From an optimization exercise on the open Yosys and OpenROAD flow, aimed at small area and a short achievable clock period; shortcuts taken in it are not production practice.
Function was checked by simulation only, so behaviour that the tests miss may differ from the original.
Power is estimated from default activity; no workload was simulated.

## lane 1
// bitonic_top
module bitonic_top #(parameter NUM_INPUT = 16, DATA_WIDTH = 8)
(clk, reset, data_in, valid, done, data_out);
Size: ~4300 cells after synthesis, about 910 flip-flops, about 260 I/O pins, roughly 0.035 mm^2 of cells after synthesis.
export LEC_CHECK = 0
export CAP_MARGIN = 20
export CORE_MARGIN = 2
export CORE_UTILIZATION = 65
export CTS_CLUSTER_DIAMETER = 60
export CTS_CLUSTER_SIZE = 30
export SETUP_SLACK_MARGIN = 1.35
export SLEW_MARGIN = 20
create_clock -name core_clock -period 3.0 [get_ports {clk}]
standard.sh (not shown) runs the stock make flow with config.mk's settings and CLKGATE_MAP_FILE= SYNTH_SCRIPT=/design/flow/synth_recipe.tcl, a recipe that flattens the netlist after the stock synthesis.
==> flow/flow/run.sh <==
#!/bin/bash
# Own layout flow: the standard layout, except that the synthesis maps the
# combinational logic with flow/abc.script (an area-recovering ABC script) in place of
# ORFS's speed script. Registers, their names and everything after synthesis are as in
# the standard flow. Ports are buffered with buf_2 cells.
set -euo pipefail
W=$(pwd)
{
  head -n 1 synth_recipe.tcl
  cat <<EOF
proc abc {args} {
  set i [lsearch -exact \$args -script]
  if { \$i >= 0 } { set args [lreplace \$args [expr {\$i+1}] [expr {\$i+1}] $W/flow/abc.script] }
  yosys abc {*}\$args
}
EOF
  tail -n +2 synth_recipe.tcl
} > my_synth.tcl
sed "s#SYNTH_SCRIPT=[^ ]*#SYNTH_SCRIPT=$W/my_synth.tcl#" standard.sh > my_standard.sh
grep -q "SYNTH_SCRIPT=$W/my_synth.tcl" my_standard.sh
bash my_standard.sh "BUFFER_PORTS_ARGS=-buffer_cell sky130_fd_sc_hd__buf_2" finish > flow.log 2>&1
==> flow/flow/abc.script <==
strash
dc2
strash
&get -n
&dch -f
&nf -R 100 -p
&put
Setup changes, lane 1 to lane 2
# lane 1
export LEC_CHECK = 0
export CAP_MARGIN = 20
export CORE_MARGIN = 2
export CORE_UTILIZATION = 65
export CTS_CLUSTER_DIAMETER = 60
export CTS_CLUSTER_SIZE = 30
export SETUP_SLACK_MARGIN = 1.35
export SLEW_MARGIN = 20
create_clock -name core_clock -period 3.0 [get_ports {clk}]
# lane 2
export LEC_CHECK = 0
export CAP_MARGIN = 20
export CORE_MARGIN = 2
export CORE_UTILIZATION = 70
export CTS_CLUSTER_DIAMETER = 60
export CTS_CLUSTER_SIZE = 30
export SETUP_SLACK_MARGIN = 1.3
export SLEW_MARGIN = 20
create_clock -name core_clock -period 3.0 [get_ports {clk}]
==> comparison <==
Between lane 2 and lane 1, multi-input logic portion of the cell area is lower for lane 2, lane 1 comes in above that. Lane 2 completed end to end with timing, DRC and antenna clean. Lane 2 against lane 1: final standard cell area without fillers decreased about 1.3%; setup slack at placement increased 0.023 ns; time the worst path needs with I/O delays and setup increased 0.044 ns; number of stages on the worst setup path increased 4. Final routed wirelength across all metal layers delta (lane 2 − lane 1): unfavourable.
> inputs changed (lane 2 -> lane 3)
# lane 2
export LEC_CHECK = 0
export CAP_MARGIN = 20
export CORE_MARGIN = 2
export CORE_UTILIZATION = 70
export CTS_CLUSTER_DIAMETER = 60
export CTS_CLUSTER_SIZE = 30
export SETUP_SLACK_MARGIN = 1.3
export SLEW_MARGIN = 20
create_clock -name core_clock -period 3.0 [get_ports {clk}]
# lane 3
export LEC_CHECK = 0
export CAP_MARGIN = 20
export CORE_MARGIN = 2
export CORE_UTILIZATION = 65
export CTS_CLUSTER_DIAMETER = 60
export CTS_CLUSTER_SIZE = 30
export SETUP_SLACK_MARGIN = 1.1
export SLEW_MARGIN = 20
create_clock -name core_clock -period 3.0 [get_ports {clk}]
Notes after the runs:
Comparing lane 2 with lane 3, the number of standard cells after synthesis came out essentially unchanged. l2_8_14_5_y_p2 as the worst setup path endpoint was reported by lane 2, and l6_1_4_4_y_p3 by lane 3. Lane 3 finished every stage and its layout cleared the timing, design-rule and antenna checks. Final design instance area without fill: lane 3 < lane 2. NOTE: register-to-register slack in lane 3 falls short of that of lane 2.
> inputs changed (lane 3 -> lane 4)
# lane 3
export LEC_CHECK = 0
export CAP_MARGIN = 20
export CORE_MARGIN = 2
export CORE_UTILIZATION = 65
export CTS_CLUSTER_DIAMETER = 60
export CTS_CLUSTER_SIZE = 30
export SETUP_SLACK_MARGIN = 1.1
export SLEW_MARGIN = 20
create_clock -name core_clock -period 3.0 [get_ports {clk}]
# lane 4
export LEC_CHECK = 0
export CAP_MARGIN = 20
export CORE_MARGIN = 2
export CORE_UTILIZATION = 65
export CTS_CLUSTER_DIAMETER = 60
export CTS_CLUSTER_SIZE = 30
export SETUP_SLACK_MARGIN = 1.5
export SLEW_MARGIN = 20
create_clock -name core_clock -period 3.0 [get_ports {clk}]
### Flow results
Looking at reported leakage power, lane 4 sits above lane 3. In the metrics for lane 4 and lane 3, the one carrying the lower final-layout fill cell count is lane 4. Re synthesized area: no difference whatsoever between lane 3 and lane 4. Global-route usage (higher): lane 4.
[inputs] lane 5 vs lane 4
# lane 4
export LEC_CHECK = 0
export CAP_MARGIN = 20
export CORE_MARGIN = 2
export CORE_UTILIZATION = 65
export CTS_CLUSTER_DIAMETER = 60
export CTS_CLUSTER_SIZE = 30
export SETUP_SLACK_MARGIN = 1.5
export SLEW_MARGIN = 20
create_clock -name core_clock -period 3.0 [get_ports {clk}]
# lane 5
export LEC_CHECK = 0
export CAP_MARGIN = 20
export CORE_MARGIN = 2
export CORE_UTILIZATION = 65
export CTS_CLUSTER_DIAMETER = 60
export CTS_CLUSTER_SIZE = 30
export SETUP_SLACK_MARGIN = 1.3
export SLEW_MARGIN = 20
create_clock -name core_clock -period 3.0 [get_ports {clk}]
[summary]
The final reports for lane 5 and lane 4 show combined flip-flop and latch cell area lower in the former. Lane 5 ends up with a total number of vias that is 761 lower than in lane 4. Diff lane 4 -> lane 5: cell count now smaller, slew of the pin with the lowest slew margin rose by 0.047 ns, data-path buffer share of cell area in the final layout moved down, post-layout worst setup margin went down by 0.011 ns, clock-cell share of area went up 0.26 points. Lane 5 finished every step from synthesis to the final layout, and the layout passed the timing, design-rule and antenna checks. Lane 4: PASS, flow complete, no timing, DRC or antenna violations. met1 global-route usage was higher in lane 4 than in lane 5. Area after synthesis came out exactly the same in lane 5 and lane 4. Lane 5 has post-route worst hold slack below what lane 4 had. Utilization of the core after routing: lane 5 vs lane 4 down 4.9 points.

* * *

bitonic_top, a different RTL version from the one above (not shown whole).
For scale: roughly 4500 cells after synthesis, roughly 1100 flip-flops, about 260 I/O pins, about 38000 sq um of cells after synthesis.
export LEC_CHECK = 0
export CAP_MARGIN = 20
export CORE_MARGIN = 2
export CORE_UTILIZATION = 60
export CTS_CLUSTER_DIAMETER = 60
export CTS_CLUSTER_SIZE = 30
export SETUP_SLACK_MARGIN = 1.5
export SLEW_MARGIN = 20
create_clock -name core_clock -period 3.0 [get_ports {clk}]
Scripts as last shown in full above: flow/flow/run.sh, flow/flow/abc.script
The starting point finished clean.
Next try:
==> flow/flow/abc.script (replaced) <==
strash
dc2
strash
&get -n
&dch -f
&nf {D}
&put
Settings changed: CORE_UTILIZATION 60 to 70, SETUP_SLACK_MARGIN 1.5 to 1.6.
The changed run aborted during global routing.
Synthesized cell count decreases by roughly a tenth.
Area after synthesis increases by a few percent.
Next try:
==> flow/flow/abc.script (replaced) <==
strash
dc2
strash
&get -n
&dch -f
&nf -R 100 -p
&put
Settings changed: CORE_UTILIZATION 70 to 65, SETUP_SLACK_MARGIN 1.6 to 1.3.
Now the flow passed the timing, design-rule and antenna checks.
Area after synthesis goes down by about 4%.
Synthesized cell count goes up by 11%.
Next try:
==> flow/run.sh (new file) <==
#!/bin/bash
# synth_recipe.tcl (not shown) runs the flow's synth.tcl, then flattens the netlist and writes it again
# the make line also repeats each setting of config.mk as NAME=value (left out here)
make -C /OpenROAD-flow-scripts/flow DESIGN_CONFIG=/design/flow/config.mk WORK_HOME=/design/flow/orfs CLKGATE_MAP_FILE= SYNTH_SCRIPT=/design/flow/synth_recipe.tcl finish
Settings changed: CORE_UTILIZATION 65 to 55, CTS_CLUSTER_DIAMETER 60 to default, CTS_CLUSTER_SIZE 30 to default, SETUP_SLACK_MARGIN 1.3 to 1.0.
removed: flow/flow/run.sh
removed: flow/flow/abc.script
removed: flow/standard.sh
Power grows by 24%.
Design area grows by about 24%.
Fmax shrinks by about 16%.
Next try:
==> flow/flow/run.sh (new file) <==
#!/bin/bash
# Own layout flow: the standard layout, except that the synthesis maps the
# combinational logic with flow/abc.script (an area-recovering ABC script) in place of
# ORFS's speed script. Registers, their names and everything after synthesis are as in
# the standard flow.
set -euo pipefail
W=$(pwd)
{
  head -n 1 synth_recipe.tcl
  cat <<EOF
proc abc {args} {
  set i [lsearch -exact \$args -script]
  if { \$i >= 0 } { set args [lreplace \$args [expr {\$i+1}] [expr {\$i+1}] $W/flow/abc.script] }
  yosys abc {*}\$args
}
EOF
  tail -n +2 synth_recipe.tcl
} > my_synth.tcl
sed "s#SYNTH_SCRIPT=[^ ]*#SYNTH_SCRIPT=$W/my_synth.tcl#" standard.sh > my_standard.sh
grep -q "SYNTH_SCRIPT=$W/my_synth.tcl" my_standard.sh
bash my_standard.sh > flow.log 2>&1
==> flow/flow/abc.script (new file) <==
strash
dc2
strash
&get -n
&dch -f
&nf {D}
&put
==> flow/standard.sh (new file) <==
#!/bin/bash
# synth_recipe.tcl (not shown) runs the flow's synth.tcl, then flattens the netlist and writes it again
# the make line also repeats each setting of config.mk as NAME=value (left out here)
make -C /OpenROAD-flow-scripts/flow DESIGN_CONFIG=/design/flow/config.mk WORK_HOME=/design/flow/orfs CLKGATE_MAP_FILE= SYNTH_SCRIPT=/design/flow/synth_recipe.tcl "${@:-finish}"
Settings changed: CORE_UTILIZATION 55 to 65, CTS_CLUSTER_DIAMETER from default to 60, CTS_CLUSTER_SIZE from default to 30, SETUP_SLACK_MARGIN 1.0 to 1.3.
removed: flow/run.sh
Outcome: The new run ran to the end with no violations. Worst setup slack improves by 270 ps. Power went down by 16%. Combinational power goes down by 16%. Wire length decreases by 20%. Global-route usage goes up by 2.3 points. Via count drops by 20%. Maximum frequency increases by 15%.

-- separate check: timing with driven ports --
The results above use ideal ports. As a check the final layouts listed here were re-extracted and re-timed, cells and wires unchanged. Step 1, drivers: a clkbuf_16 drives clk and a buf_2 each remaining input, both assumed. Step 2 adds t to the input delays and takes it off the output delays; t is the mean of the earliest and latest rising clock arrival at the registers after step 1. Input paths then give back, and output paths get back, about the clock's delay inside the block. a / b / c = no drivers / after step 1 / after step 2; a / b = the first two.
run | t, ns | setup WS [ns] | hold slack, ns | worst setup path after step 2
lane 1 | 0.680 | 1.296 / 1.232 / 0.886 | 0.066 / 0.022 / 0.320 | input to register
lane 2 | 0.694 | 1.252 / 1.219 / 0.868 | 0.060 / 0.012 / 0.328 | input to register
lane 3 | 0.681 | 1.169 / 1.169 / 0.837 | 0.059 / 0.020 / 0.311 | input to register
lane 4 | 0.682 | 1.321 / 1.261 / 0.988 | 0.059 / 0.020 / 0.322 | input to register
lane 5 | 0.682 | 1.310 / 1.248 / 0.919 | 0.054 / 0.014 / 0.313 | input to register
the first run of note 2 | 0.711 | 1.305 / 1.238 / 1.476 | 0.045 / -0.003 / 0.326 | input to register
the third run of note 2 | 0.697 | 1.306 / 1.243 / 1.332 | 0.043 / 0.000 / 0.319 | register to register
the fourth run of note 2 | 0.738 | 0.977 / 0.977 / 0.977 | 0.319 / 0.313 / 0.319 | register to register
the fifth run of note 2 | 0.697 | 1.243 / 1.232 / 1.233 | 0.315 / 0.315 / 0.315 | input to register
After both steps setup and hold are still met in every run listed. For lane 1, which loses most, drivers alone change the setup slack by -0.064 ns; drivers and shift together by -0.410 ns.
